Context: an optimization exercise on an open-source flow, tuned for small area, a short achievable clock period and few clock cycles. The choices shown serve that exercise and are no tape-out recipe. No functional check of the RTL was part of any run shown here. Power is estimated from default activity; no workload was simulated.

<file path="flow/run.sh">
#!/bin/bash
# Layout: the standard synthesis, then the standard ORFS steps with plain
# buffers (not delay cells) on the ports and free resizing.
set -euo pipefail
bash standard.sh synth > synth.log 2>&1
bash standard.sh BUFFER_PORTS_ARGS="-buffer_cell sky130_fd_sc_hd__buf_1" MATCH_CELL_FOOTPRINT=0 finish > layout.log 2>&1
</file>
<file path="standard.sh">
#!/bin/bash
# synth_recipe.tcl (not shown) runs the flow's synth.tcl, then flattens the netlist and writes it again
# the make line also repeats each setting of config.mk as NAME=value (left out here)
make -C /OpenROAD-flow-scripts/flow DESIGN_CONFIG=/design/flow/config.mk WORK_HOME=/design/flow/orfs CLKGATE_MAP_FILE= SYNTH_SCRIPT=/design/flow/synth_recipe.tcl "${@:-finish}"
</file>
<file path="config.mk">
export PLATFORM = sky130hd
export DESIGN_NAME = mest_pro
export DESIGN_NICKNAME = mest_pro
export VERILOG_FILES = /design/flow/design.v
export SDC_FILE = /design/flow/constraint.sdc
export NUM_CORES = 4
export LEC_CHECK = 0
export ABC_AREA = 1
export CAP_MARGIN = 20
export CORE_MARGIN = 2
export CORE_UTILIZATION = 60
export CTS_BUF_LIST = sky130_fd_sc_hd__clkbuf_8
export SETUP_SLACK_MARGIN = 2.9
export SLEW_MARGIN = 20
</file>
<file path="constraint.sdc">
create_clock -name core_clock -period 5.0 [get_ports {clk}]
set_input_delay 1.0000 -clock core_clock [delete_from_list [all_inputs] [get_ports {clk}]]
set_output_delay 1.0000 -clock core_clock [all_outputs]
set_load 0.01 [all_outputs]
</file>
<file path="design.v">
module mest_pro_ctrlr(
    input  clk,
    input  i_reset_n,
    input  i_start,
    input  i_redirect,
    input  i_halt,
    output o_start,
    output reg o_run,
    output reg o_issue,
    output reg o_all_done
);
reg  halted;
wire start = i_start & ~o_run & ~halted & ~o_all_done;
assign o_start = start;
always @(posedge clk or negedge i_reset_n)
begin
    if (~i_reset_n) begin
        o_run      <= 1'b0;
        o_issue    <= 1'b0;
        halted     <= 1'b0;
        o_all_done <= 1'b0;
    end else begin
        o_run      <= start | (o_run & ~i_halt);
        o_issue    <= start | (o_run & ~i_halt & ~i_redirect);
        halted     <= i_halt;
        o_all_done <= halted;
    end
end
endmodule
module mest_pro_fetch(
    input  clk,
    input  i_reset_n,
    input  i_run,
    input  i_start,
    input  i_halt,
    input  i_jmp,
    input  i_ret,
    input  [7:0] i_const_K,
    output [15:0] o_prog_counter
);
reg [15:0] pc;
reg [15:0] ret_pc;
wire [15:0] pc_inc = pc + 16'd1;
always @(posedge clk or negedge i_reset_n)
begin
    if (~i_reset_n) begin
        pc     <= 16'd0;
        ret_pc <= 16'd0;
    end else begin
        if (i_jmp)
            ret_pc <= pc;
        if (~i_run)
            pc <= {15'd0, i_start};
        else if (i_jmp)
            pc <= {8'd0, i_const_K};
        else if (i_ret)
            pc <= ret_pc;
        else if (i_halt)
            pc <= 16'd0;
        else
            pc <= pc_inc;
    end
end
assign o_prog_counter = pc;
endmodule
module mest_pro_decode(
    input  clk,
    input  i_reset_n,
    input  i_issue,
    input  [27:0] i_instr,
    output reg o_valid,
    output reg o_s0,
    output reg o_cin,
    output reg [7:0] o_a,
    output reg [7:1] o_bm,
    output reg [8:0] o_y
);
wire [3:0] op = i_instr[27:24];
wire [7:0] a  = i_instr[15:8];
wire [7:0] b  = i_instr[7:0];
wire       mul = (op == 4'd2);
reg [7:0] x;
reg [8:0] y;
always @(*)
begin
    x = 8'd0;
    y = 9'd0;
    case (op)
    4'd0: begin x = a; y = {1'b0, b}; end
    4'd1: begin x = a; y = ~{1'b0, b}; end
    4'd2: x = a;
    4'd3: x = a & b;
    4'd4: x = a | b;
    4'd5: x = {1'b0, a[7:1]};
    4'd6: begin x = {a[6:0], 1'b0}; y = {a[7], 8'd0}; end
    4'd7: begin x = ~a; y = {1'b1, 8'd0}; end
    default: ;
    endcase
end
always @(posedge clk or negedge i_reset_n)
begin
    if (~i_reset_n)
        o_valid <= 1'b0;
    else
        o_valid <= i_issue;
end
always @(posedge clk)
begin
    o_s0  <= mul ? b[0] : 1'b1;
    o_bm  <= mul ? b[7:1] : 7'd0;
    o_cin <= (op == 4'd1);
    o_a   <= x;
    o_y   <= y;
end
endmodule
module mest_pro_exec(
    input  clk,
    input  i_reset_n,
    input  i_valid,
    input  i_s0,
    input  i_cin,
    input  [7:0] i_a,
    input  [7:1] i_bm,
    input  [8:0] i_y,
    output reg o_valid_result,
    output reg [7:0] o_result,
    output reg o_carry,
    output reg o_zero_flag
);
wire p_1 = i_y[0] ^ i_cin ^ (i_a[0] & i_s0);
wire p_2 = (i_y[0] & i_cin) | ((i_a[0] & i_s0) & (i_y[0] ^ i_cin));
wire p_3 = (i_a[1] & i_s0) ^ ((i_a[0] & i_bm[1]) | i_y[1]) ^ p_2;
wire p_4 = ((i_a[1] & i_s0) & ((i_a[0] & i_bm[1]) | i_y[1])) | (p_2 & ((i_a[1] & i_s0) ^ ((i_a[0] & i_bm[1]) | i_y[1])));
wire p_5 = (i_a[2] & i_s0) ^ (i_a[0] & i_bm[2]) ^ ((i_a[1] & i_bm[1]) | i_y[2]);
wire p_6 = ((i_a[2] & i_s0) & (i_a[0] & i_bm[2])) | (((i_a[1] & i_bm[1]) | i_y[2]) & ((i_a[2] & i_s0) ^ (i_a[0] & i_bm[2])));
wire p_7 = p_5 ^ p_4;
wire p_8 = p_5 & p_4;
wire p_9 = (i_a[3] & i_s0) ^ (i_a[1] & i_bm[2]) ^ (i_a[0] & i_bm[3]);
wire p_10 = ((i_a[3] & i_s0) & (i_a[1] & i_bm[2])) | ((i_a[0] & i_bm[3]) & ((i_a[3] & i_s0) ^ (i_a[1] & i_bm[2])));
wire p_11 = ((i_a[2] & i_bm[1]) | i_y[3]) ^ p_6 ^ p_9;
wire p_12 = (((i_a[2] & i_bm[1]) | i_y[3]) & p_6) | (p_9 & (((i_a[2] & i_bm[1]) | i_y[3]) ^ p_6));
wire p_13 = p_11 ^ p_8;
wire p_14 = p_11 & p_8;
wire p_15 = (i_a[4] & i_s0) ^ (i_a[2] & i_bm[2]) ^ (i_a[1] & i_bm[3]);
wire p_16 = ((i_a[4] & i_s0) & (i_a[2] & i_bm[2])) | ((i_a[1] & i_bm[3]) & ((i_a[4] & i_s0) ^ (i_a[2] & i_bm[2])));
wire p_17 = (i_a[5] & i_s0) ^ (i_a[3] & i_bm[2]);
wire p_18 = (i_a[5] & i_s0) & (i_a[3] & i_bm[2]);
wire p_19 = (i_a[6] & i_s0) ^ (i_a[4] & i_bm[2]) ^ (i_a[3] & i_bm[3]);
wire p_20 = ((i_a[6] & i_s0) & (i_a[4] & i_bm[2])) | ((i_a[3] & i_bm[3]) & ((i_a[6] & i_s0) ^ (i_a[4] & i_bm[2])));
wire p_21 = (i_a[7] & i_s0) ^ (i_a[5] & i_bm[2]) ^ (i_a[4] & i_bm[3]);
wire p_22 = ((i_a[7] & i_s0) & (i_a[5] & i_bm[2])) | ((i_a[4] & i_bm[3]) & ((i_a[7] & i_s0) ^ (i_a[5] & i_bm[2])));
wire p_23 = (i_a[3] & i_bm[4]) ^ (i_a[2] & i_bm[5]);
wire p_24 = (i_a[3] & i_bm[4]) & (i_a[2] & i_bm[5]);
wire p_25 = (i_a[0] & i_bm[4]) ^ ((i_a[3] & i_bm[1]) | i_y[4]) ^ p_10;
wire p_26 = ((i_a[0] & i_bm[4]) & ((i_a[3] & i_bm[1]) | i_y[4])) | (p_10 & ((i_a[0] & i_bm[4]) ^ ((i_a[3] & i_bm[1]) | i_y[4])));
wire p_27 = (i_a[2] & i_bm[3]) ^ (i_a[1] & i_bm[4]) ^ (i_a[0] & i_bm[5]);
wire p_28 = ((i_a[2] & i_bm[3]) & (i_a[1] & i_bm[4])) | ((i_a[0] & i_bm[5]) & ((i_a[2] & i_bm[3]) ^ (i_a[1] & i_bm[4])));
wire p_29 = ((i_a[4] & i_bm[1]) | i_y[5]) ^ p_17;
wire p_30 = ((i_a[4] & i_bm[1]) | i_y[5]) & p_17;
wire p_31 = (i_a[2] & i_bm[4]) ^ (i_a[1] & i_bm[5]) ^ (i_a[0] & i_bm[6]);
wire p_32 = ((i_a[2] & i_bm[4]) & (i_a[1] & i_bm[5])) | ((i_a[0] & i_bm[6]) & ((i_a[2] & i_bm[4]) ^ (i_a[1] & i_bm[5])));
wire p_33 = ((i_a[5] & i_bm[1]) | i_y[6]) ^ p_18 ^ p_19;
wire p_34 = (((i_a[5] & i_bm[1]) | i_y[6]) & p_18) | (p_19 & (((i_a[5] & i_bm[1]) | i_y[6]) ^ p_18));
wire p_35 = (i_a[1] & i_bm[6]) ^ (i_a[0] & i_bm[7]) ^ ((i_a[6] & i_bm[1]) | i_y[7]);
wire p_36 = ((i_a[1] & i_bm[6]) & (i_a[0] & i_bm[7])) | (((i_a[6] & i_bm[1]) | i_y[7]) & ((i_a[1] & i_bm[6]) ^ (i_a[0] & i_bm[7])));
wire p_37 = p_23 ^ p_20 ^ p_21;
wire p_38 = (p_23 & p_20) | (p_21 & (p_23 ^ p_20));
wire p_39 = p_15 ^ p_25;
wire p_40 = p_15 & p_25;
wire p_41 = p_16 ^ p_27 ^ p_29;
wire p_42 = (p_16 & p_27) | (p_29 & (p_16 ^ p_27));
wire p_43 = p_28 ^ p_31 ^ p_30;
wire p_44 = (p_28 & p_31) | (p_30 & (p_28 ^ p_31));
wire p_45 = p_32 ^ p_35 ^ p_34;
wire p_46 = (p_32 & p_35) | (p_34 & (p_32 ^ p_35));
wire p_47 = (i_a[6] & i_bm[2]) ^ (i_a[5] & i_bm[3]);
wire p_48 = (i_a[4] & i_bm[4]) ^ (i_a[3] & i_bm[5]);
wire p_49 = (i_a[2] & i_bm[6]) ^ (i_a[1] & i_bm[7]);
wire p_50 = ((i_a[7] & i_bm[1]) | i_y[8]) ^ p_24;
wire p_51 = p_47 ^ p_48;
wire p_52 = p_49 ^ p_22;
wire p_53 = p_50 ^ p_51;
wire p_54 = p_36 ^ p_52;
wire p_55 = p_53 ^ p_54;
reg [18:0] q;
reg v1;
always @(posedge clk)
begin
    q[0] <= p_1;
    q[1] <= p_3;
    q[2] <= p_7;
    q[3] <= p_13;
    q[4] <= p_12;
    q[5] <= p_14;
    q[6] <= p_39;
    q[7] <= p_26;
    q[8] <= p_41;
    q[9] <= p_40;
    q[10] <= p_33;
    q[11] <= p_43;
    q[12] <= p_42;
    q[13] <= p_37;
    q[14] <= p_45;
    q[15] <= p_44;
    q[16] <= p_38;
    q[17] <= p_55;
    q[18] <= p_46;
end
wire s_1 = q[4] ^ q[5];
wire s_2 = q[4] & q[5];
wire s_3 = q[7] ^ q[8] ^ q[9];
wire s_4 = (q[7] & q[8]) | (q[9] & (q[7] ^ q[8]));
wire s_5 = q[10] ^ q[11] ^ q[12];
wire s_6 = (q[10] & q[11]) | (q[12] & (q[10] ^ q[11]));
wire s_7 = q[13] ^ q[14] ^ q[15];
wire s_8 = (q[13] & q[14]) | (q[15] & (q[13] ^ q[14]));
wire s_9 = q[16] ^ q[17] ^ q[18];
wire s_10 = (q[16] & q[17]) | (q[18] & (q[16] ^ q[17]));
wire [4:0] fx, fy;
assign fx[0] = q[6];
assign fx[1] = s_3;
assign fx[2] = s_5;
assign fx[3] = s_7;
assign fx[4] = s_9;
assign fy[0] = s_1;
assign fy[1] = s_2;
assign fy[2] = s_4;
assign fy[3] = s_6;
assign fy[4] = s_8;
wire [4:0] ag = fx & fy;
wire [4:0] ap = fx ^ fy;
wire ag0_1 = ag[1] | (ap[1] & ag[0]);
wire ap0_1 = ap[1] & ap[0];
wire ag0_3 = ag[3] | (ap[3] & ag[2]);
wire ap0_3 = ap[3] & ap[2];
wire ag1_2 = ag[2] | (ap[2] & ag0_1);
wire ap1_2 = ap[2] & ap0_1;
wire ag1_3 = ag0_3 | (ap0_3 & ag0_1);
wire ap1_3 = ap0_3 & ap0_1;
wire ag2_4 = ag[4] | (ap[4] & ag1_3);
wire ap2_4 = ap[4] & ap1_3;
wire [4:0] rh = {ap[4] ^ ag1_3, ap[3] ^ ag1_2, ap[2] ^ ag0_1, ap[1] ^ ag[0], ap[0]};
wire       zh = ((fx ^ fy) == {fx[3:0] | fy[3:0], 1'b0});
wire [8:0] r = {rh, {q[3], q[2], q[1], q[0]}};
wire       zero = zh & ~(|{q[3], q[2], q[1], q[0]});
always @(posedge clk or negedge i_reset_n)
begin
    if (~i_reset_n) begin
        v1             <= 1'b0;
        o_valid_result <= 1'b0;
    end else begin
        v1             <= i_valid;
        o_valid_result <= v1;
    end
end
always @(posedge clk)
begin
    o_result    <= r[7:0];
    o_carry     <= r[8];
    o_zero_flag <= zero;
end
endmodule
module mest_pro#(
    parameter OP_CODE_SIZE     = 4,
    parameter INSTRUCTION_SIZE = OP_CODE_SIZE + 8 + 8 + 8,
    parameter ROM_DEPTH = 65536
)(
    input clk,
    input i_reset_n,
    input i_start,
    output [$clog2(ROM_DEPTH)-1  :0] o_prog_counter,
    input [INSTRUCTION_SIZE-1    :0] i_instruction,
    output [8-1 :0] o_result,
    output o_valid_result,
    output o_carry,
    output o_zero_flag,
    output o_all_done
);
wire       issue;       
wire       run;         
wire       start;
wire [3:0] op   = i_instruction[27:24];
wire       is_jmp  = issue & (op == 4'd8);
wire       is_ret  = issue & (op == 4'd9);
wire       is_halt = issue & (op == 4'd15);
wire       x_s0, x_cin;
wire [7:0] x_a;
wire [7:1] x_bm;
wire [8:0] x_y;
wire       x_valid;
mest_pro_ctrlr u_ctrlr(
    .clk        (clk),
    .i_reset_n  (i_reset_n),
    .i_start    (i_start),
    .i_redirect (is_jmp | is_ret),
    .i_halt     (is_halt),
    .o_start    (start),
    .o_run      (run),
    .o_issue    (issue),
    .o_all_done (o_all_done)
);
mest_pro_fetch u_fetch(
    .clk            (clk),
    .i_reset_n      (i_reset_n),
    .i_run          (run),
    .i_start        (start),
    .i_halt         (is_halt),
    .i_jmp          (is_jmp),
    .i_ret          (is_ret),
    .i_const_K      (i_instruction[23:16]),
    .o_prog_counter (o_prog_counter)
);
mest_pro_decode u_decode(
    .clk        (clk),
    .i_reset_n  (i_reset_n),
    .i_issue    (issue),
    .i_instr    (i_instruction),
    .o_valid    (x_valid),
    .o_s0       (x_s0),
    .o_cin      (x_cin),
    .o_a        (x_a),
    .o_bm       (x_bm),
    .o_y        (x_y)
);
mest_pro_exec u_exec(
    .clk            (clk),
    .i_reset_n      (i_reset_n),
    .i_valid        (x_valid),
    .i_s0           (x_s0),
    .i_cin          (x_cin),
    .i_a            (x_a),
    .i_bm           (x_bm),
    .i_y            (x_y),
    .o_valid_result (o_valid_result),
    .o_result       (o_result),
    .o_carry        (o_carry),
    .o_zero_flag    (o_zero_flag)
);
endmodule
</file>
==> reports/qor.yml, run 1 <==
synth:
  syn_nets: 656
  yosys.area_share.adder_pct: 13.4
  yosysWarningCount: 4
  synth_compound_area_share_pct: 8.59
  synthesis.area_um2: 4780
  synth_top_family_by_area: "simple AND/OR/NAND/NOR gates"
  ys_seq_area_share_pct: 43.5
  synthCells: 587
  yosys_register_bits: 94
  synthSimpleGateAreaFrac_pct: 23.3
  syn_avg_cell_area_um2: 8.14
  synth.mux.area_fraction_pct: 0
  ys_types: 34
  synthXorXnorAreaFrac_pct: 2.75
global_route:
  grtUsageTotal_pct: 23.9
  grt-ovfl-total: 0
  grt_max_degree: 40
  grt_pass1_vias: 3616
  antenna_found_initial: 0
  grt_pass1_wl_mm: 16.4
sta:
  fmax_mhz: 495
  finalCritPeriodShare_pct: 40.4
  finalHoldViolations: 0
  grt_setup_unrepaired: "yes"
  tns_ns: 0
  finClkSkew_ns: 0.0135
  slew_headroom_pct: 36.6
  tightest_slew_ns: 0.951
  holdWs_ns: 0.358
  setup_viol: 0
  finalWorstPathRequiredPeriod_ns: 2.02
  final-max-slew-violation-count: 0
floorplan:
  top_level_ports: 59
  fp.dieW_um: 93.2
  initial_core_util_pct: 61.8
  core_area_um2: 7730
  die_h_um: 93.2
  dieArea_um2: 8690
  rows: 32
clock_network:
  cts_buffer_depth: 2
  hold_buffers: 0
  clk_pin_slew_ns: 0.10
  clkSinkCount: 94
  worstSkewPairLatency_ns: 0.37
  cts_root_buffer: "clkbuf_8"
  cts_buffers: 9
  htreeDepth: 3
  cts_tree: "built"
setup_path:
  crit_buf_inv: 1
  crit_path_max_incr_delay_ns: 0.47
  r2r_start: "u_exec.q[7]$_DFF_P_"
  critPathSlowestCell: "dfrtp_1"
  crit_fanout: 6
  cp_top_family: "flip-flops"
  worst-setup-path-type: "flip-flop to output port"
  r2r-end: "u_exec.o_result[7]$_DFF_P_"
  path_cells: "buf_1"
  r2r_setup_slack_ns: 3.00
  start_kind: "flip-flop"
  cp-end-kind: "output port"
  startpoint: "u_fetch.pc[5]$_DFF_PN0_"
  reg2regPathDepth: 6
  required_ns: 4.00
  worstPathArrival_ns: 1.02
flow_run:
  drv_cap: 0
min_path:
  hp-class: "flip-flop to flip-flop"
  min_from: "u_exec.v1$_DFF_PN0_"
  min_to: "u_exec.o_valid_result$_DFF_PN0_"
  hold_path_depth: 0
routing:
  via_per_inst: 5.07
  drc: 0
  firstDrtPassIters: 4
  vias: 3830
  antenna_left: 0
  wl_per_cell_um: 12.8
  drt-initial-drc-count: 222
  drt_wl_total_mm: 9.67
placement:
  io_buffers: 58
  dp_hpwl_mm: 7.19
  globalplace.congestion: 0.853
pwr:
  fin_total_pwr_mw: 1.71
  power.leakage_nw: 2.70
  ir_worst_vdd_v: 0.000152
  power_density_nw_per_um2: 320
layout:
  final_nets: 718
  mostFrequentLayoutCells: "189 x nand2_1, 91 x inv_1, 57 x buf_1"
  drive_gt1_share_pct: 6.73
  antennaDiodeCount: 0
  layout_commonest_cell: "nand2_1"
  postLayoutCoreUtil_pct: 69.2
  syn2layout_area_growth_pct: 11.9
run_status:
  outcome: "timing/DRC/antenna clean"
timing repair:
action                                  in CTS  in global routing
buffers inserted                             0                  2
pin swaps                                    0                  1
resized for setup                            2                 11
endpoints found under the hold margin        0                  0
endpoints found under the setup margin      13                 14
gates cloned                                 0                  1
layout make-up:
cell class,instances,area (um^2)
timing repair buffer,60,246
clock buffer,9,124
inverter,96,363
multi-input combinational,388,2340
sequential,94,2080
tap,102,128
fill,657,2380
clock inverter,7,63.8
worst max path at each step:
stage | endpoint | slack [ns] | depth (start not counted)
final | o_prog_counter[5] | 2.98 | 1
after CTS | u_exec.q[3]$_DFF_P_ | 2.93 | 5
after global routing | u_fetch.pc[0]$_DFF_PN0_ | 2.87 | 10
after global placement | u_fetch.pc[0]$_DFF_PN0_ | 2.45 | 10
after detailed placement | u_fetch.pc[2]$_DFF_PN0_ | 2.35 | 10
after floorplan | u_exec.o_result[7]$_DFF_P_ | 2.97 | 6
sequential cells by signal, indices dropped and copies added, names as in the netlist:
signal                 cells
u_exec.o_valid_result      1
u_decode.o_y               9
u_decode.o_bm              7
u_fetch.ret_pc            16
u_ctrlr.o_all_done         1
u_decode.o_valid           1
u_exec.q                  19
u_fetch.pc                16
u_ctrlr.o_run              1
u_exec.o_zero_flag         1
u_decode.o_cin             1
u_exec.v1                  1
u_decode.o_a               8
u_exec.o_carry             1
u_ctrlr.halted             1
u_ctrlr.o_issue            1
u_decode.o_s0              1
u_exec.o_result            8
layer usage:
layer / vias to the layer above / wire (um) / GRT usage [%]
met4: 0 / 102 / 5.76
met5: - / 0 / 0
li1: 1940 / - / -
met1: 1765 / 4680 / 34.2
met2: 113 / 4310 / 37.2
met3: 12 / 575 / 5.16
logic make-up (layout without fill, tap and decap cells):
logic type	count (synthesis)	after routing
DFF	94	94
and+or+nand+nor	264	265
xor gates and xnor gates	15	15
buffers and inverters	106	172
AOI/OAI and AO/OA	70	70
adders and majority gates	38	38
stage by stage:
| step | cell area (um^2) | worst slack, ns | std cells |
|---|---|---|---|
| finish | 5350 | 2.98 | 756 |
| global route | 5350 | 2.87 | 756 |
| CTS | 5280 | 2.93 | 753 |
| detailed placement | 5080 | 2.35 | 737 |
| global placement | 5080 | 2.45 | 737 |
| floorplan | 4780 | 2.97 | 587 |
cells in the mapped netlist, drive strengths merged:
cell type  count  share of area [%]
nand3b         2               0.31
fa            22                9.2
o211ai         6               0.94
dfrtp         39                 20
nor3           3               0.65
inv           96                7.5
nor2          34                3.0
xor2           8                1.5
ha            16                4.2
dfxtp         55                 23
o21a           1               0.16
buf            5               0.58
or2            1               0.13
a21oi         12                1.3
nand4          8                1.2
a21o           6               0.94
nand3         22                2.4
o21bai         5               0.79
o21ai         36                3.8
o2111ai        2               0.37
clkbuf         5               0.39
nand2        192                 15
a32oi          2               0.37
xnor2          7                1.3
nor4           2               0.26
report_power, final:
group          internal [mW]  switching, mW
registers              0.849         0.0823
clock network          0.192          0.281
logic                  0.109          0.200
==> inputs of run 2 (changes only) <==
--- a/config.mk
+++ b/config.mk
@@ -12,3 +12,3 @@
 export CTS_BUF_LIST = sky130_fd_sc_hd__clkbuf_8
-export SETUP_SLACK_MARGIN = 2.9
+export SETUP_SLACK_MARGIN = 2.85
 export SLEW_MARGIN = 20
==> run 2 against run 1 <==
Largest cell class unchanged. Fmax decreased by 2.8%. Die area unchanged. Critical path type is now primary input to flip-flop. Sequential power about the same. Hold slack lost 0.00068 ns. Register-to-register slack got worse by 0.05 ns. Non-clock buffer count unchanged. Critical path depth rose by 5. Clock-buffer cell count did not move. Final cell count stayed put. Synthesized area is the same. Power fell by 0.32%.
==> reports/qor.yml, run 2 <==
setup_path:
  critPathSlowestCell: "nand3_1"
  reg2regPathDepth: 6  # unchanged
  startpoint: "i_instruction[26]"
  worstPathArrival_ns: 2.36  # +1.34 ns
  cp_common_cell: "inv_1"
  cp-end-kind: "flip-flop"
  start_kind: "primary input"
  r2r_setup_slack_ns: 2.95  # -0.05 ns
  r2r-end: "u_exec.o_result[7]$_DFF_P_"
  worst-setup-path-type: "primary input to flip-flop"
  crit_path_max_incr_delay_ns: 0.32  # -0.15 ns
  required_ns: 5.28  # +1.28 ns
  crit_fanout: 11  # +5
  r2r_start: "u_exec.q[7]$_DFF_P_"
  path_cells: "buf_1 -> inv_1 -> nand2_1 -> inv_1 -> nand3_1 -> o21ai_0"
synth:
  yosysWarningCount: 4  # unchanged
  synthCells: 587  # unchanged
  synth_top_cell_by_area: "dfxtp_1"
  ys_seq_area_share_pct: 43.5  # unchanged
  synth_common_cells: "189 x nand2_1, 91 x inv_1, 55 x dfxtp_1, 39 x dfrtp_1, 36 x o21ai_0"
  synth.mux.area_fraction_pct: 0  # unchanged
  ys.flop_type: "dfxtp_1"
  yosys_register_bits: 94  # unchanged
  synth_compound_area_share_pct: 8.59  # unchanged
  synth_edf_count: 0  # unchanged
  synthXorXnorAreaFrac_pct: 2.75  # unchanged
  synthesis.area_um2: 4780  # unchanged
  syn_nets: 656  # unchanged
  yosysMostFrequentCell: "nand2_1"
  synth_area_leaders: "dfxtp_1 23%, dfrtp_1 20%, nand2_1 15%"
  syn_avg_cell_area_um2: 8.14  # unchanged
  async_reset_ff_share_pct: 41.5  # unchanged
  yosysTopAreaCellShare_pct: 23.0  # unchanged
  synth_top_family_by_area: "simple AND/OR/NAND/NOR gates"
  yosys.area_share.adder_pct: 13.4  # unchanged
  ys_types: 34  # unchanged
  synthSimpleGateAreaFrac_pct: 23.3  # unchanged
sta:
  setup_viol: 0  # unchanged
  finalWorstPathRequiredPeriod_ns: 2.08  # +0.0584 ns
  tightest_slew_ns: 0.968  # +0.0171 ns
  finalCritPeriodShare_pct: 41.6  # +1.2 points
  tns_ns: 0  # unchanged
  layout_setup_ws_ns: 2.92  # -0.0584 ns
  grt_setup_unrepaired: "yes"
  finClkSkew_ns: 0.0140  # +0.000440 ns
  slew_headroom_pct: 35.5  # -1.1 points
  finalHoldViolations: 0  # unchanged
  fmax_mhz: 481  # -2.8%
  holdWs_ns: 0.357  # -0.000679 ns
  final-max-slew-violation-count: 0  # unchanged
layout:
  drive_gt1_share_pct: 5.96  # -0.76 points
  layout_commonest_cell: "nand2_1"
  largest_register_ffs: 19  # unchanged
  mostFrequentLayoutCells: "189 x nand2_1, 91 x inv_1, 57 x buf_1"
  final_nets: 718  # unchanged
  final_cell_count_no_fill: 756  # unchanged
  antennaDiodeCount: 0  # unchanged
  postLayoutCoreUtil_pct: 69.0  # -0.23 points
  reg.largest.list: "u_exec.q x19, u_fetch.pc x16, u_fetch.ret_pc x16"
  largest_register: "u_exec.q"
  syn2layout_area_growth_pct: 11.6
  fin_area_um2: 5330  # -0.33%
clock_network:
  hold_buffers: 0  # unchanged
  cts_tree: "built"
  cts_root_buffer: "clkbuf_8"
  cts_buffers: 9  # unchanged
  clkSinkCount: 94  # unchanged
  cts_buffer_depth: 2  # unchanged
  worstSkewPairLatency_ns: 0.37  # about the same
  htreeDepth: 3  # unchanged
  clk_pin_slew_ns: 0.10  # about the same
floorplan:
  die_h_um: 93.2  # unchanged
  top_level_ports: 59  # unchanged
  fp.dieW_um: 93.2  # unchanged
  rows: 32  # unchanged
  initial_core_util_pct: 61.8  # unchanged
  core_area_um2: 7730  # unchanged
  dieArea_um2: 8690  # unchanged
routing:
  via_per_inst: 5.06  # -0.16%
  drc: 0  # unchanged
  drt_wl_total_mm: 9.62  # -0.44%
  wl_per_cell_um: 12.7  # -0.44%
  vias: 3824  # -0.16%
  antenna_left: 0  # unchanged
  firstDrtPassIters: 5  # +1
  drt-initial-drc-count: 212  # -4.5%
placement:
  pre_cts_slack_ns: 2.35  # unchanged
  globalplace.congestion: 0.853  # unchanged
  place_inst: 737  # unchanged
  placed_area_um2: 5080  # unchanged
  io_buffers: 58  # unchanged
  dp_hpwl_mm: 7.19  # unchanged
min_path:
  min_from: "u_exec.v1$_DFF_PN0_"
  hold_path_depth: 0  # unchanged
  min_to: "u_exec.o_valid_result$_DFF_PN0_"
  hp-class: "flip-flop to flip-flop"
global_route:
  antenna_found_initial: 0  # unchanged
  grt-ovfl-total: 0  # unchanged
  grtUsageTotal_pct: 23.9  # about the same
  grt_max_degree: 40  # unchanged
  grt_pass1_wl_mm: 16.4  # about the same
  grt_pass1_vias: 3616  # unchanged
run_status:
  outcome: "timing/DRC/antenna clean"
pwr:
  power.leakage_nw: 2.70  # about the same
  power_density_nw_per_um2: 320  # about the same
  fin_total_pwr_mw: 1.71  # -0.32%
  ir_worst_vdd_v: 0.000150  # -1.1%
flow_run:
  drv_cap: 0  # unchanged
## run 2: kinds of logic after synthesis
group	count (synthesis)
fa+ha+maj	38
simple gates	264
buf+inv	106
flops	94
xor+xnor	15
compound gates	70
## run 2: worst max path at each step
stage	cells after the start	endpoint
floorplan	6	u_exec.o_result[7]$_DFF_P_
CTS	6	u_exec.o_result[7]$_DFF_P_
global route	6	u_decode.o_y[4]$_DFF_P_
global placement	10	u_fetch.pc[0]$_DFF_PN0_
finish	6	u_decode.o_y[3]$_DFF_P_
detailed placement	10	u_fetch.pc[2]$_DFF_PN0_
## run 2: critical path: cells and delay by family
| family | cells | cell delay, ns |
|---|---|---|
| AO/OA/AOI/OAI | 1 | 0.24 |
| buffers and inverters | 3 | 0.65 |
| AND/OR/NAND/NOR | 2 | 0.47 |
## run 2: final cells by class
cell class                 instances  area [um^2]
sequential                        94         2080
inverter                          96          362
multi-input combinational        388         2330
timing repair buffer              60          246
clock buffer                       9          124
tap                              102          128
clock inverter                     7         63.8
fill                             659         2400
## run 2: repair_timing
action | 4_1_cts | 5_1_grt
cloned | 0 | 1
gates resized for setup | 1 | 6
setup endpoints to repair | 9 | 13
pin swaps | 0 | 1
setup buffers | 0 | 2
endpoints found under the hold margin | 0 | 0
## run 2: per-layer routing
metal,GRT usage (%),vias to the layer above,share of wire (%)
met4,5.76,0,1.1
li1,-,1938,-
met1,34.3,1766,49
met5,0,-,0
met3,5.16,12,5.3
met2,37.2,108,44
## run 2: power breakdown
group / internal, mW / switching, mW
clock network: 0.192 / 0.278
registers: 0.848 / 0.0829
logic: 0.108 / 0.198
==> inputs of run 3 (changes only) <==
--- a/config.mk
+++ b/config.mk
@@ -12,3 +12,3 @@
 export CTS_BUF_LIST = sky130_fd_sc_hd__clkbuf_8
-export SETUP_SLACK_MARGIN = 2.85
+export SETUP_SLACK_MARGIN = 3.0
 export SLEW_MARGIN = 20
==> run 3 against run 2 <==
Clock power up 21%. Sequential power down 0.5%. Synthesized area unchanged. Largest power group unchanged. Non-clock buffer count up 11. Synthesized cell count unchanged.
==> reports/qor.yml, run 3 <==
run_status:
  outcome: "timing/DRC/antenna clean"
flow_run:
  drv_cap: 0  # unchanged
setup_path:
  reg2regPathDepth: 6  # unchanged
  start_kind: "primary input"
  worst-setup-path-type: "primary input to flip-flop"
  cp-end-kind: "flip-flop"
  crit_fanout: 23  # +12
  worstPathArrival_ns: 2.26  # -0.10 ns
  required_ns: 5.25  # -0.03 ns
sta:
  tns_ns: 0  # unchanged
  tightest_slew_ns: 0.660  # -0.308 ns
  finalWorstPathRequiredPeriod_ns: 2.01  # -0.0726 ns
  fmax_mhz: 498  # +3.6%
  setup_viol: 0  # unchanged
  finalHoldViolations: 0  # unchanged
  final-max-slew-violation-count: 0  # unchanged
  grt_setup_unrepaired: "yes"
  slew_headroom_pct: 55.8  # +20 points
  finClkSkew_ns: 0.0141  # +0.000120 ns
  finalCritPeriodShare_pct: 40.1  # -1.5 points
floorplan:
  initial_core_util_pct: 61.8  # unchanged
  rows: 32  # unchanged
  fp.dieW_um: 93.2  # unchanged
  dieArea_um2: 8690  # unchanged
  die_h_um: 93.2  # unchanged
  top_level_ports: 59  # unchanged
  core_area_um2: 7730  # unchanged
layout:
  largest_register: "u_exec.q"
  layout_commonest_cell: "nand2_1"
  reg.largest.list: "u_exec.q x19, u_fetch.pc x16, u_fetch.ret_pc x16"
  mostFrequentLayoutCells: "189 x nand2_1, 89 x inv_1, 55 x buf_1"
  final_nets: 728  # +1.4%
  largest_register_ffs: 19  # unchanged
  fill_cells: 631  # -4.2%
  antennaDiodeCount: 0  # unchanged
  syn2layout_area_growth_pct: 15.6
  drive_gt1_share_pct: 11.3  # +5.3 points
routing:
  drc: 0  # unchanged
  vias: 3893  # +1.8%
  drt_wl_total_mm: 9.42  # -2.2%
  antenna_left: 0  # unchanged
  firstDrtPassIters: 7  # +2
  drt-initial-drc-count: 152  # -28%
  wl_per_cell_um: 12.3  # -3.4%
  via_per_inst: 5.08  # +0.48%
synth:
  synth_common_cells: "189 x nand2_1, 91 x inv_1, 55 x dfxtp_1, 39 x dfrtp_1, 36 x o21ai_0"
  syn_avg_cell_area_um2: 8.14  # unchanged
  synthesis.area_um2: 4780  # unchanged
  synth_area_leaders: "dfxtp_1 23%, dfrtp_1 20%, nand2_1 15%"
  ys_seq_area_share_pct: 43.5  # unchanged
  synth_edf_count: 0  # unchanged
  syn_nets: 656  # unchanged
  yosysTopAreaCellShare_pct: 23.0  # unchanged
  async_reset_ff_share_pct: 41.5  # unchanged
  ys.flop_type: "dfxtp_1"
  synth_top_cell_by_area: "dfxtp_1"
  yosysWarningCount: 4  # unchanged
  ys_types: 34  # unchanged
  synthCells: 587  # unchanged
  yosysMostFrequentCell: "nand2_1"
  yosys_register_bits: 94  # unchanged
global_route:
  grtUsageTotal_pct: 24.1  # +0.26 points
  grt_pass1_wl_mm: 16.8  # +2.2%
  grt_max_degree: 40  # unchanged
  grt_pass1_vias: 3747  # +3.6%
  antenna_found_initial: 0  # unchanged
  grt-ovfl-total: 0  # unchanged
clock_network:
  hold_buffers: 0  # unchanged
  cts_root_buffer: "clkbuf_8"
  clkSinkCount: 94  # unchanged
  worstSkewPairLatency_ns: 0.36  # about the same
  htreeDepth: 3  # unchanged
  cts_buffers: 9  # unchanged
  cts_buffer_depth: 2  # unchanged
  clk_pin_slew_ns: 0.10  # about the same
  cts_tree: "built"
placement:
  io_buffers: 58  # unchanged
  globalplace.congestion: 0.852  # -0.15%
  dp_hpwl_mm: 7.13  # -0.78%
pwr:
  power.leakage_nw: 2.78  # +2.9%
  fin_total_pwr_mw: 1.83  # +7.4%
  power_density_nw_per_um2: 332  # +3.7%
  ir_worst_vdd_v: 0.000154  # +2.7%
min_path:
  hp-class: "flip-flop to flip-flop"
  hold_path_depth: 0  # unchanged
[run 3: worst paths after layout]
check / startpoint / endpoint / slack [ns]
hold / removal: u_exec.v1$_DFF_PN0_ / u_exec.o_valid_result$_DFF_PN0_ / 0.35
min in group asynchronous: i_reset_n / u_fetch.pc[13]$_DFF_PN0_ / 0.51
max in group asynchronous: i_reset_n / u_fetch.ret_pc[0]$_DFFE_PN0P_ / 4.03
hold reg to reg: u_exec.v1$_DFF_PN0_ / u_exec.o_valid_result$_DFF_PN0_ / 0.35
setup reg to reg: u_exec.q[9]$_DFF_P_ / u_exec.o_result[7]$_DFF_P_ / 3.06
setup / recovery: i_instruction[27] / u_fetch.pc[0]$_DFF_PN0_ / 2.99
[run 3: cells by family after synthesis]
kind of cell | after synthesis | synth area share, %
compound gates | 70 | 8.59
xor+xnor | 15 | 2.75
fa+ha+maj | 38 | 13.4
buf+inv | 106 | 8.51
flops | 94 | 43.5
simple gates | 264 | 23.3
[run 3: stage by stage]
stage	hold WS, ns	instances	setup WS, ns	utilization (%)	area [um^2]
floorplan	0.331	587	3.03	-	4780
global placement	0.333	737	2.45	65.8	5080
detailed placement	0.336	737	2.37	65.8	5080
CTS	0.356	753	3.00	69.1	5340
global route	0.371	766	2.85	71.5	5520
finish	0.353	766	2.99	71.5	5520
[run 3: critical path, stage by stage]
cell     delay (ns)
buf_1          0.09
nand2_1        0.10
inv_1          0.14
nand4_4        0.33
nand2_4        0.24
inv_2          0.07
nand2_4        0.08
inv_2          0.07
nand2_1        0.06
nand3_1        0.07
[run 3: timing repair]
action                                  4_1_cts  5_1_grt
endpoints found under the setup margin       28       47
resized for setup                             9       31
buffers inserted                              0       12
pin swaps                                     0        3
endpoints found under the hold margin         0        0
gates cloned                                  0        0
[run 3: layout make-up]
class                   count  area (um^2)  area share (%)
repair buffers             71          332            6.00
well taps                 102          128            2.31
flip-flops and latches     94         2110            38.2
multi-input cells         387         2350            42.6
clock buffers              11          151            2.74
clock inverters             5         86.3            1.56
inverters                  96          365            6.61
[run 3: metal layers]
metal / global-route usage [%] / vias up / wire length (um)
li1: - / 1961 / -
met1: 35.2 / 1799 / 4480
met2: 36.9 / 117 / 4280
met3: 3.46 / 16 / 494
met4: 8.46 / 0 / 161
met5: 0 / - / 0
[run 3: power breakdown]
group	internal [mW]	switching, mW	leakage (nW)
registers	0.849	0.0764	0.963
logic	0.132	0.206	1.70
clock network	0.314	0.256	0.121
total	1.30	0.538	2.78
==> inputs of run 4 (changes only) <==
==> flow/run.sh (replaced) <==
#!/bin/bash
# Layout: the standard synthesis, then the standard ORFS steps with plain
# buffers (not delay cells) on the ports and free resizing.
set -euo pipefail
bash standard.sh synth > synth.log 2>&1
bash standard.sh BUFFER_PORTS_ARGS="-buffer_cell sky130_fd_sc_hd__buf_1" MATCH_CELL_FOOTPRINT=0 CTS_ARGS="-sink_clustering_enable -repair_clock_nets -buf_list sky130_fd_sc_hd__clkbuf_8 -dont_use_dummy_load" finish > layout.log 2>&1
--- a/config.mk
+++ b/config.mk
@@ -12,3 +12,3 @@
 export CTS_BUF_LIST = sky130_fd_sc_hd__clkbuf_8
-export SETUP_SLACK_MARGIN = 3.0
+export SETUP_SLACK_MARGIN = 2.95
 export SLEW_MARGIN = 20
==> run 4 against run 3 <==
Still clean. Hold slack lost 0.018 ns. Critical path depth shrank 9. Final area shrank 3.4%. Largest cell class unchanged.
==> reports/qor.yml, run 4 <==
synth:
  yosys.area_share.adder_pct: 13.4  # unchanged
  syn_nets: 656  # unchanged
  synth_area_leaders: "dfxtp_1 23%, dfrtp_1 20%, nand2_1 15%"
  synth_compound_area_share_pct: 8.59  # unchanged
  synth.mux.area_fraction_pct: 0  # unchanged
  yosysMostFrequentCell: "nand2_1"
  yosysTopAreaCellShare_pct: 23.0  # unchanged
  ys_types: 34  # unchanged
  synth_edf_count: 0  # unchanged
  yosysWarningCount: 4  # unchanged
  synth_top_cell_by_area: "dfxtp_1"
  syn_avg_cell_area_um2: 8.14  # unchanged
  synthCells: 587  # unchanged
  ys.flop_type: "dfxtp_1"
  yosys_register_bits: 94  # unchanged
  synthesis.area_um2: 4780  # unchanged
  ys_seq_area_share_pct: 43.5  # unchanged
  synthSimpleGateAreaFrac_pct: 23.3  # unchanged
  async_reset_ff_share_pct: 41.5  # unchanged
  synthXorXnorAreaFrac_pct: 2.75  # unchanged
  synth_top_family_by_area: "simple AND/OR/NAND/NOR gates"
  synth_common_cells: "189 x nand2_1, 91 x inv_1, 55 x dfxtp_1, 39 x dfrtp_1, 36 x o21ai_0"
routing:
  wl_per_cell_um: 12.8  # +4.4%
  antenna_left: 0  # unchanged
  firstDrtPassIters: 5  # -2
  drc: 0  # unchanged
  vias: 3833  # -1.5%
  drt-initial-drc-count: 217  # +43%
  via_per_inst: 5.09  # +0.16%
  drt_wl_total_mm: 9.67  # +2.6%
floorplan:
  rows: 32  # unchanged
  core_area_um2: 7730  # unchanged
  die_h_um: 93.2  # unchanged
  fp.dieW_um: 93.2  # unchanged
  dieArea_um2: 8690  # unchanged
  initial_core_util_pct: 61.8  # unchanged
  top_level_ports: 59  # unchanged
placement:
  dp_hpwl_mm: 7.19  # +0.79%
  io_buffers: 58  # unchanged
  globalplace.congestion: 0.853  # +0.15%
  pre_cts_slack_ns: 2.35  # -0.0202 ns
  placed_area_um2: 5080  # about the same
global_route:
  grt-ovfl-total: 0  # unchanged
  grtUsageTotal_pct: 23.8  # -0.35 points
  grt_pass1_wl_mm: 16.4  # -2.4%
  grt_pass1_vias: 3596  # -4.0%
  antenna_found_initial: 0  # unchanged
  grt_max_degree: 40  # unchanged
layout:
  layout_commonest_cell: "nand2_1"
  mostFrequentLayoutCells: "189 x nand2_1, 89 x inv_1, 56 x buf_1"
  postLayoutCoreUtil_pct: 69.1  # -2.4 points
  largest_register_ffs: 19  # unchanged
  ff_latch_area_um2: 2090  # -1.0%
  antennaDiodeCount: 0  # unchanged
  reg.largest.list: "u_exec.q x19, u_fetch.pc x16, u_fetch.ret_pc x16"
  largest_register: "u_exec.q"
  drive_gt1_share_pct: 7.53  # -3.8 points
  final_nets: 722  # -0.82%
  fin_area_um2: 5340  # -3.4%
  syn2layout_area_growth_pct: 11.7
  multi_input_area_um2: 2350  # +0.16%
  fill_cells: 669  # +6.0%
setup_path:
  start_kind: "flip-flop"
  cp-end-kind: "output port"
  cp_top_family: "flip-flops"
  worst-setup-path-type: "flip-flop to output port"
  crit_fanout: 5  # -78%
  worstPathArrival_ns: 0.97  # -1.29 ns
  crit_buf_inv: 1  # -3
  path_cells: "buf_1"
  critPathSlowestCell: "dfrtp_1"
  required_ns: 4.00  # -1.25 ns
  crit_path_max_incr_delay_ns: 0.45  # +0.12 ns
sta:
  grt_setup_unrepaired: "no"
  finalWorstPathRequiredPeriod_ns: 1.97  # -0.0362 ns
  setup_viol: 0  # unchanged
  layout_setup_ws_ns: 3.03  # +0.0362 ns
  finClkSkew_ns: 0.0344  # +0.0203 ns
  finalCritPeriodShare_pct: 39.4  # -0.72 points
  finalHoldViolations: 0  # unchanged
  fmax_mhz: 507  # +1.8%
  slew_headroom_pct: 37.3  # -18 points
  tns_ns: 0  # unchanged
  tightest_slew_ns: 0.940  # +0.280 ns
  final-max-slew-violation-count: 0  # unchanged
pwr:
  combPwrFrac_pct: 19.4  # +1.0 points
  pwr-share-clk_pct: 23.1  # -8.0 points
  ir_worst_vdd_v: 0.000130  # -16%
  p_int_mw: 1.12  # -13%
  power.leakage_nw: 2.69  # -3.2%
  seq_power_share_pct: 57.5  # +7.0 points
  power_density_nw_per_um2: 304  # -8.5%
  power.net_switching_uw: 497  # -7.7%
  fin_total_pwr_mw: 1.62  # -12%
  swShare_pct: 30.7  # +1.3 points
clock_network:
  cts_buffer_depth: 2  # unchanged
  clk_pin_slew_ns: 0.10  # about the same
  worstSkewPairLatency_ns: 0.36  # about the same
  htreeDepth: 3  # unchanged
  cts_root_buffer: "clkbuf_8"
  hold_buffers: 0  # unchanged
  cts_tree: "built"
  cts_buffers: 9  # unchanged
  clkSinkCount: 94  # unchanged
run_status:
  outcome: "timing/DRC/antenna clean"
min_path:
  hp-class: "flip-flop to flip-flop"
flow_run:
  drv_cap: 0  # unchanged
## run 4: kinds of logic (layout without fill, tap and decap cells)
kind of cell / after synthesis / after routing
buf+inv: 106 / 169
xor+xnor: 15 / 15
flops: 94 / 94
fa+ha+maj: 38 / 38
compound gates: 70 / 70
simple gates: 264 / 265
## run 4: power groups by stage
stage	sequential (mW)	clock, mW	combinational, mW
after floorplan	0.932	0	0.195
after global placement	0.945	0	0.285
after detailed placement	0.945	0	0.297
after CTS	0.929	0.388	0.300
after global routing	0.948	0.418	0.361
final	0.932	0.374	0.315
## run 4: layout make-up
cell class | instances | area share (%)
multi-input cells | 388 | 44.1
flip-flops and latches | 94 | 39.2
inverters | 96 | 6.80
repair buffers | 64 | 5.21
well taps | 102 | 2.39
clock buffers | 9 | 2.32
## run 4: metal layers
layer  vias to the layer above  track usage [%]  wire [um]
met1                      1763             34.5       4620
met5                         -                0          0
met4                         0             5.39         82
met2                       123             36.9       4340
met3                         8             5.16        624
li1                       1939                -          -
## run 4: per-stage QoR
stage	hold slack [ns]	std cells
2_1_floorplan	0.331	587
3_3_place_gp	0.333	737
3_5_place_dp	0.337	737
4_1_cts	0.326	746
5_1_grt	0.341	753
6_report	0.335	753
## run 4: path summary, 6_finish.rpt
| check | from | endpoint | slack (ns) | cells past startpoint |
|---|---|---|---|---|
| worst min-delay path | u_exec.q[2]$_DFF_P_ | u_exec.o_result[2]$_DFF_P_ | 0.34 | 0 |
| max in group asynchronous | i_reset_n | u_fetch.pc[10]$_DFF_PN0_ | 3.57 | 1 |
| min in group asynchronous | i_reset_n | u_ctrlr.o_issue$_DFF_PN0_ | 0.78 | 1 |
| worst max register to register | u_decode.o_bm[3]$_SDFF_PN0_ | u_exec.q[14]$_DFF_P_ | 3.04 | 5 |
| worst max-delay path | u_fetch.pc[7]$_DFF_PN0_ | o_prog_counter[7] | 3.03 | 1 |
| worst min register to register | u_exec.q[2]$_DFF_P_ | u_exec.o_result[2]$_DFF_P_ | 0.34 | 0 |
## run 4: what timing repair did
action | CTS | global route
hold endpoints to repair | 0 | 0
cloned | 0 | 1
setup endpoints to repair | 22 | 33
gates resized for setup | 3 | 21
setup buffers | 0 | 6
pin swaps | 0 | 4
==> inputs of run 5 (changes only) <==
--- a/design.v
+++ b/design.v
@@ -81,2 +81,3 @@
 wire       mul = (op == 4'd2);
+wire       shl = (op == 4'd6);
 reg [7:0] x;
@@ -94,3 +95,3 @@
     4'd5: x = {1'b0, a[7:1]};
-    4'd6: begin x = {a[6:0], 1'b0}; y = {a[7], 8'd0}; end
+    4'd6: x = a;
     4'd7: begin x = ~a; y = {1'b1, 8'd0}; end
@@ -108,4 +109,4 @@
 begin
-    o_s0  <= mul ? b[0] : 1'b1;
-    o_bm  <= mul ? b[7:1] : 7'd0;
+    o_s0  <= mul ? b[0] : ~shl;
+    o_bm  <= mul ? b[7:1] : {6'd0, shl};
     o_cin <= (op == 4'd1);
==> flow/run.sh (replaced) <==
#!/bin/bash
# Layout: the standard synthesis, then the standard ORFS steps with plain
# buffers (not delay cells) on the ports and free resizing.
set -euo pipefail
bash standard.sh synth > synth.log 2>&1
bash standard.sh BUFFER_PORTS_ARGS="-buffer_cell sky130_fd_sc_hd__buf_1" MATCH_CELL_FOOTPRINT=0  finish > layout.log 2>&1
--- a/config.mk
+++ b/config.mk
@@ -12,3 +12,3 @@
 export CTS_BUF_LIST = sky130_fd_sc_hd__clkbuf_8
-export SETUP_SLACK_MARGIN = 2.95
+export SETUP_SLACK_MARGIN = 2.9
 export SLEW_MARGIN = 20
==> run 5 against run 4 <==
Final area is 2.0% lower. Die area decreased by 0.97%. Via count is 3.6% lower. Critical path depth unchanged. Critical endpoint unchanged. Largest power group unchanged.
==> reports/qor.yml, run 5 <==
synth:
  ys_seq_area_share_pct: 43.9  # +0.45 points
  async_reset_ff_share_pct: 41.5  # unchanged
  yosysMostFrequentCell: "nand2_1"
  ys.flop_type: "dfxtp_1"
  ys_types: 34  # unchanged
  synth_area_leaders: "dfxtp_1 23%, dfrtp_1 21%, nand2_1 14%"
  yosysTopAreaCellShare_pct: 23.3  # +0.24 points
  syn_avg_cell_area_um2: 8.21  # +0.87%
  synth_top_cell_by_area: "dfxtp_1"
  syn_nets: 645  # -1.7%
  yosysWarningCount: 4  # unchanged
  synth_edf_count: 0  # unchanged
  yosys_register_bits: 94  # unchanged
  synthesis.area_um2: 4730  # -1.0%
  synthCells: 576  # -1.9%
  synth_common_cells: "180 x nand2_1, 89 x inv_1, 55 x dfxtp_1, 39 x dfrtp_1, 39 x o21ai_0"
placement:
  dp_hpwl_mm: 7.18  # -0.12%
  globalplace.congestion: 0.857  # +0.41%
  io_buffers: 58  # unchanged
  place_inst: 727  # -1.4%
pwr:
  pwr-share-clk_pct: 28.6  # +5.5 points
  seq_power_share_pct: 53.8  # -3.7 points
  power_density_nw_per_um2: 333  # +9.7%
  p_int_mw: 1.20  # +6.6%
  swShare_pct: 31.3  # +0.64 points
  power.leakage_nw: 2.66  # -1.1%
  ir_worst_vdd_v: 0.000225  # +73%
  power.net_switching_uw: 545  # +9.8%
  combPwrFrac_pct: 17.6  # -1.8 points
clock_network:
  cts_buffer_depth: 2  # unchanged
  clk_pin_slew_ns: 0.10  # about the same
  cts_root_buffer: "clkbuf_8"
  worstSkewPairLatency_ns: 0.36  # about the same
  clkSinkCount: 94  # unchanged
  hold_buffers: 0  # unchanged
  cts_buffers: 9  # unchanged
  cts_tree: "built"
  postCtsSetupBuffers: 0  # unchanged
  htreeDepth: 3  # unchanged
layout:
  postLayoutCoreUtil_pct: 68.1  # -1.0 points
  largest_register: "u_exec.q"
  syn2layout_area_growth_pct: 10.6
  antennaDiodeCount: 0  # unchanged
  drive_gt1_share_pct: 5.46  # -2.1 points
  final_nets: 705  # -2.4%
  layout_commonest_cell: "nand2_1"
  mostFrequentLayoutCells: "180 x nand2_1, 90 x inv_1, 57 x buf_1"
  reg.largest.list: "u_exec.q x19, u_fetch.pc x16, u_fetch.ret_pc x16"
  final_cell_count_no_fill: 743  # -1.3%
  fill_cells: 662  # -1.0%
  largest_register_ffs: 19  # unchanged
sta:
  slew_headroom_pct: 43.8  # +6.5 points
  setup_viol: 0  # unchanged
  final-max-slew-violation-count: 0  # unchanged
  finalWorstPathRequiredPeriod_ns: 2.02  # +0.0507 ns
  tightest_slew_ns: 0.843  # -0.0975 ns
  tns_ns: 0  # unchanged
  finalCritPeriodShare_pct: 40.4  # +1.0 points
  finClkSkew_ns: 0.0140  # -0.0204 ns
  fmax_mhz: 495  # -2.5%
  grt_setup_unrepaired: "no"
  finalHoldViolations: 0  # unchanged
floorplan:
  initial_core_util_pct: 61.5  # -0.31 points
  dieArea_um2: 8610  # -0.97%
  top_level_ports: 59  # unchanged
  fp.dieW_um: 92.8  # -0.49%
  rows: 32  # unchanged
  die_h_um: 92.8  # -0.49%
  core_area_um2: 7690  # -0.52%
setup_path:
  cp.depth: 1  # unchanged
  crit_buf_inv: 1  # unchanged
  cp_top_family: "flip-flops"
  critPathSlowestCell: "dfrtp_1"
  r2r-end: "u_exec.q[3]$_DFF_P_"
  required_ns: 4.00  # about the same
  worst-setup-path-type: "flip-flop to output port"
  crit_path_max_incr_delay_ns: 0.48  # +0.03 ns
  r2r_start: "u_decode.o_a[3]$_DFF_P_"
  start_kind: "flip-flop"
  reg2regPathDepth: 5  # unchanged
  crit_fanout: 5  # unchanged
  cp-end-kind: "output port"
  r2r_setup_slack_ns: 3.01  # -0.03 ns
  startpoint: "u_fetch.pc[7]$_DFF_PN0_"
  worstPathArrival_ns: 1.02  # +0.05 ns
  path_cells: "buf_1"
  cp-endpoint: "o_prog_counter[7]"
global_route:
  grtUsageTotal_pct: 24.4  # +0.58 points
  grt-ovfl-total: 0  # unchanged
  grt_max_degree: 40  # unchanged
  grt_pass1_wl_mm: 16.4  # +0.38%
  grt_pass1_vias: 3580  # -0.44%
  antenna_found_initial: 0  # unchanged
flow_run:
  drv_cap: 0  # unchanged
routing:
  wl_per_cell_um: 12.7  # -1.3%
  drt_wl_total_mm: 9.41  # -2.6%
  via_per_inst: 4.97  # -2.3%
  antenna_left: 0  # unchanged
  firstDrtPassIters: 5  # unchanged
  drt-initial-drc-count: 181  # -17%
  vias: 3695  # -3.6%
  drc: 0  # unchanged
min_path:
  hp-class: "flip-flop to flip-flop"
run_status:
  outcome: "timing/DRC/antenna clean"
run 5: cell types whose count changed after synthesis, sizes merged, moves of 3 or more:
cell,change
nand2,-8
inv,-6
a21oi,+5
o211ai,-5
nand3,+4
nand4,-4
nor2,+3
o21ai,+3
run 5: cell type report:
cell class,instances,area [um^2],share of cell area [%]
inverters,91,347,6.63
clock inverters,7,73.8,1.41
flip-flops and latches,94,2080,39.8
repair buffers,58,219,4.19
multi-input cells,382,2260,43.2
well taps,102,128,2.44
clock buffers,9,124,2.37
run 5: logic make-up after synthesis:
logic type                 after synthesis  synth area share, %
AOI/OAI and AO/OA                       72                 8.52
xor gates and xnor gates                14                 2.59
adders and majority gates               38                 13.5
buffers and inverters                  100                 8.57
DFF                                     94                 43.9
and+or+nand+nor                        258                 22.9
run 5: power by group through the flow:
stage / registers [mW] / logic (mW) / clock network [mW]
2_1_floorplan: 0.942 / 0.204 / 0
3_3_place_gp: 0.952 / 0.297 / 0
3_5_place_dp: 0.955 / 0.305 / 0
4_1_cts: 0.938 / 0.306 / 0.512
5_1_grt: 0.953 / 0.358 / 0.542
6_report: 0.938 / 0.306 / 0.499
run 5: per-stage QoR:
step / setup WS [ns] / cell area [um^2] / hold WS [ns] / total power [mW]
after CTS: 2.91 / 5220 / 0.354 / 1.76
after global routing: 2.91 / 5230 / 0.365 / 1.85
after floorplan: 2.97 / 4730 / 0.331 / 1.15
after global placement: 2.70 / 5020 / 0.336 / 1.25
after detailed placement: 2.67 / 5020 / 0.338 / 1.26
final: 2.98 / 5230 / 0.353 / 1.74
run 5: layer usage:
layer  vias to the layer above  share of wire, %  global-route usage (%)
met4                         0               1.4                    9.80
met2                        88                46                    38.6
met5                         -                 0                       0
li1                       1903                 -                       -
met3                         9               4.0                    3.42
met1                      1695                49                    33.9
run 5: how the worst min path moves through the flow:
stage                   startpoint                              end  slack, ns  cells after the start
2_1_floorplan  u_exec.q[3]$_DFF_P_       u_exec.o_result[3]$_DFF_P_       0.33                      0
5_1_grt        u_exec.q[2]$_DFF_P_       u_exec.o_result[2]$_DFF_P_       0.36                      0
3_5_place_dp   u_exec.q[2]$_DFF_P_       u_exec.o_result[2]$_DFF_P_       0.34                      0
4_1_cts        u_exec.q[2]$_DFF_P_       u_exec.o_result[2]$_DFF_P_       0.35                      0
6_report       u_exec.q[2]$_DFF_P_       u_exec.o_result[2]$_DFF_P_       0.35                      0
3_3_place_gp   u_exec.v1$_DFF_PN0_  u_exec.o_valid_result$_DFF_PN0_       0.34                      0
run 5: repair_timing:
action,4_1_cts,5_1_grt
gates resized for setup,2,5
setup endpoints to repair,2,6
pin swaps,0,0
run 5: worst reg2reg max path, stage by stage (launching register included):
cell     delay [ns]
dfxtp_1        0.44
nand2_1        0.11
fa_1           0.55
inv_1          0.05
fa_1           0.43
ha_1           0.29
==> inputs of run 6 (changes only) <==
--- a/config.mk
+++ b/config.mk
@@ -12,3 +12,3 @@
 export CTS_BUF_LIST = sky130_fd_sc_hd__clkbuf_8
-export SETUP_SLACK_MARGIN = 2.9
+export SETUP_SLACK_MARGIN = 2.95
 export SLEW_MARGIN = 20
==> run 6 against run 5 <==
Still clean on timing, DRC and antenna. Register-to-register slack about the same. Global-route usage unchanged. Wire length increased by 1.6%. Utilization grew 0.88 points. First-iteration DRC count is 0.55% higher. Clock skew shrank 0.00060 ns. Critical path depth rose by 4. Combinational power rose by 3%. Via count increased by 1.4%. Setup slack better by 0.033 ns. Final area up 1.3%. Critical endpoint is now u_exec.q[3]$_DFF_P_. Highest routed layer unchanged.
==> reports/qor.yml, run 6 <==
run_status:
  outcome: "timing/DRC/antenna clean"
placement:
  dp_hpwl_mm: 7.18  # unchanged
  place_inst: 727  # unchanged
  globalplace.congestion: 0.857  # unchanged
  io_buffers: 58  # unchanged
global_route:
  grt_pass1_vias: 3580  # unchanged
  antenna_found_initial: 0  # unchanged
  grtUsageTotal_pct: 24.4  # unchanged
  grt_pass1_wl_mm: 16.4  # unchanged
  grt-ovfl-total: 0  # unchanged
  grt_max_degree: 40  # unchanged
clock_network:
  clkSinkCount: 94  # unchanged
  cts_tree: "built"
  cts_root_buffer: "clkbuf_8"
  htreeDepth: 3  # unchanged
  worstSkewPairLatency_ns: 0.37  # about the same
  cts_buffer_depth: 2  # unchanged
  clk_pin_slew_ns: 0.08  # -0.02 ns
  cts_buffers: 9  # unchanged
synth:
  synth_area_leaders: "dfxtp_1 23%, dfrtp_1 21%, nand2_1 14%"
  async_reset_ff_share_pct: 41.5  # unchanged
  ys_types: 34  # unchanged
  yosys_register_bits: 94  # unchanged
  syn_nets: 645  # unchanged
  synthesis.area_um2: 4730  # unchanged
  ys.flop_type: "dfxtp_1"
  yosysWarningCount: 4  # unchanged
  ys_seq_area_share_pct: 43.9  # unchanged
  synthCells: 576  # unchanged
  synth_top_cell_by_area: "dfxtp_1"
  syn_avg_cell_area_um2: 8.21  # unchanged
  yosysMostFrequentCell: "nand2_1"
  yosysTopAreaCellShare_pct: 23.3  # unchanged
  synth_common_cells: "180 x nand2_1, 89 x inv_1, 55 x dfxtp_1, 39 x dfrtp_1, 39 x o21ai_0"
  synth_edf_count: 0  # unchanged
routing:
  antenna_left: 0  # unchanged
  wl_per_cell_um: 12.8  # +0.88%
  drt_wl_total_mm: 9.56  # +1.6%
  via_per_inst: 5.01  # +0.76%
  firstDrtPassIters: 5  # unchanged
  drt-initial-drc-count: 182  # +0.55%
  drc: 0  # unchanged
  vias: 3748  # +1.4%
setup_path:
  worstPathArrival_ns: 2.23  # +1.21 ns
  critPathSlowestCell: "fa_1"
  cp-endpoint: "u_exec.q[3]$_DFF_P_"
  r2r-end: "u_exec.q[3]$_DFF_P_"
  r2r_start: "u_decode.o_s0$_DFF_P_"
  worst-setup-path-type: "flip-flop to flip-flop"
  cp.depth: 5  # +4
  required_ns: 5.24  # +1.24 ns
  path_cells: "nand2_1 -> fa_1 -> inv_1 -> fa_1 -> ha_1"
  cp_top_family: "adder cells"
  r2r_setup_slack_ns: 3.01  # about the same
  start_kind: "flip-flop"
  crit_buf_inv: 1  # unchanged
  cp-end-kind: "flip-flop"
  reg2regPathDepth: 5  # unchanged
  crit_fanout: 8  # +3
  startpoint: "u_decode.o_s0$_DFF_P_"
  cp_common_cell: "fa_1"
  crit_path_max_incr_delay_ns: 0.56  # +0.08 ns
layout:
  reg.largest.list: "u_exec.q x19, u_fetch.pc x16, u_fetch.ret_pc x16"
  final_nets: 710  # +0.71%
  mostFrequentLayoutCells: "179 x nand2_1, 89 x inv_1, 56 x buf_1"
  largest_register: "u_exec.q"
  postLayoutCoreUtil_pct: 68.9  # +0.88 points
  final_cell_count_no_fill: 748  # +0.67%
  largest_register_ffs: 19  # unchanged
  layout_commonest_cell: "nand2_1"
  drive_gt1_share_pct: 7.43  # +2.0 points
  antennaDiodeCount: 0  # unchanged
  syn2layout_area_growth_pct: 12.0
pwr:
  power.net_switching_uw: 550  # +0.88%
  swShare_pct: 31.4  # +0.078 points
  p_int_mw: 1.20  # +0.52%
  fin_total_pwr_mw: 1.75  # +0.63%
  ir_worst_vdd_v: 0.000225  # about the same
  power.leakage_nw: 2.68  # +0.60%
  power_density_nw_per_um2: 331  # -0.65%
  pwr-share-clk_pct: 28.5  # about the same
  seq_power_share_pct: 53.6  # -0.2 points
  combPwrFrac_pct: 17.9  # +0.3 points
sta:
  finClkSkew_ns: 0.0134  # -0.000604 ns
  tns_ns: 0  # unchanged
  slew_headroom_pct: 44.0  # +0.16 points
  grt_setup_unrepaired: "yes"
  tightest_slew_ns: 0.840  # -0.00240 ns
  finalWorstPathRequiredPeriod_ns: 1.99  # -0.0335 ns
  finalHoldViolations: 0  # unchanged
  fmax_mhz: 503  # +1.7%
  final-max-slew-violation-count: 0  # unchanged
  setup_viol: 0  # unchanged
  finalCritPeriodShare_pct: 39.8  # -0.67 points
floorplan:
  die_h_um: 92.8  # unchanged
  rows: 32  # unchanged
  initial_core_util_pct: 61.5  # unchanged
  top_level_ports: 59  # unchanged
  fp.dieW_um: 92.8  # unchanged
  core_area_um2: 7690  # unchanged
  dieArea_um2: 8610  # unchanged
flow_run:
  drv_cap: 0  # unchanged
min_path:
  hp-class: "flip-flop to flip-flop"
run 6: power by group through the flow:
stage / clock network, mW / logic, mW / registers, mW
CTS: 0.512 / 0.306 / 0.938
finish: 0.500 / 0.314 / 0.939
global route: 0.542 / 0.365 / 0.954
global placement: 0 / 0.297 / 0.952
detailed placement: 0 / 0.305 / 0.955
floorplan: 0 / 0.204 / 0.942
run 6: cell families after synthesis:
logic type	after synthesis	share of synthesized area (%)
AOI/OAI and AO/OA	72	8.52
xor gates and xnor gates	14	2.59
adders and majority gates	38	13.5
buffers and inverters	100	8.57
DFF	94	43.9
and+or+nand+nor	258	22.9
run 6: repair_timing:
item / 4_1_cts / 5_1_grt
gates cloned: 0 / 0
gates resized for setup: 3 / 13
buffers inserted: 0 / 5
pin swaps: 0 / 4
endpoints found under the setup margin: 3 / 16
hold buffers: 0 / 0
run 6: layer usage:
metal	global-route usage [%]	vias up	wire, um
met1	33.9	1728	4630
li1	-	1910	-
met2	38.6	99	4420
met3	3.42	11	361
met5	0	-	0
met4	9.80	0	148
run 6: layout make-up:
class	instances	area, um^2
clock inverter	7	73.8
clock buffer	9	124
tap	102	128
sequential	94	2090
fill	655	2390
timing repair buffer	63	258
multi-input combinational	382	2280
inverter	91	347
run 6: worst register-to-register path, cell delays in order, from the launching register on:
cell and delay (ns):
dfxtp_2 0.44, nand2_1 0.11, fa_1 0.56, inv_1 0.05, fa_1 0.43, ha_1 0.29
run 6: how the worst min path moves through the flow:
stage	from	to	slack, ns	depth (start not counted)
after global routing	u_exec.q[2]$_DFF_P_	u_exec.o_result[2]$_DFF_P_	0.36	0
final	u_exec.q[2]$_DFF_P_	u_exec.o_result[2]$_DFF_P_	0.35	0
after CTS	u_exec.q[2]$_DFF_P_	u_exec.o_result[2]$_DFF_P_	0.35	0
after floorplan	u_exec.q[3]$_DFF_P_	u_exec.o_result[3]$_DFF_P_	0.33	0
after global placement	u_exec.v1$_DFF_PN0_	u_exec.o_valid_result$_DFF_PN0_	0.34	0
after detailed placement	u_exec.q[2]$_DFF_P_	u_exec.o_result[2]$_DFF_P_	0.34	0
run 6: metrics by stage:
step | hold slack (ns) | worst slack, ns | cell area (um^2)
2_1_floorplan | 0.331 | 2.97 | 4730
3_3_place_gp | 0.336 | 2.70 | 5020
3_5_place_dp | 0.338 | 2.67 | 5020
4_1_cts | 0.354 | 2.91 | 5220
5_1_grt | 0.365 | 2.87 | 5300
6_report | 0.352 | 3.01 | 5300

-- afterwards: timing with drivers on the ports --
In the flow no input, the clock included, has a driving cell. The finished layouts below were timed again as built, in two steps.
Step 1 assumes that a clkbuf_16 drives the clock port and a buf_2 every other input.
Step 2 times the ports against the registers' clock, not the clock port: input delays grow and output delays shrink by t, the midpoint of the rising clock arrivals with the driver on.
Three values: ideal, step 1, step 2; two values: the first two.
| run | t, ns | setup slack, ns | slew at the worst register clock pin (ns) | worst data-port slew with drivers (ns) |
|---|---|---|---|---|
| run 1 | 0.394 | 2.979 / 2.947 / 2.637 | 0.10 / 0.10 | 0.03 |
| run 2 | 0.391 | 2.920 / 2.932 / 2.541 | 0.10 / 0.10 | 0.03 |
| run 3 | 0.384 | 2.993 / 3.001 / 2.617 | 0.10 / 0.10 | 0.03 |
| run 4 | 0.376 | 3.029 / 2.998 / 2.721 | 0.10 / 0.10 | 0.03 |
| run 5 | 0.390 | 2.979 / 2.944 / 2.667 | 0.10 / 0.10 | 0.03 |
| run 6 | 0.392 | 3.012 / 2.981 / 2.669 | 0.10 / 0.10 | 0.04 |
After both steps setup and hold are still met in every run listed. The setup slack of run 2, which loses most, moves by +0.012 ns with the drivers and by -0.379 ns with both steps.
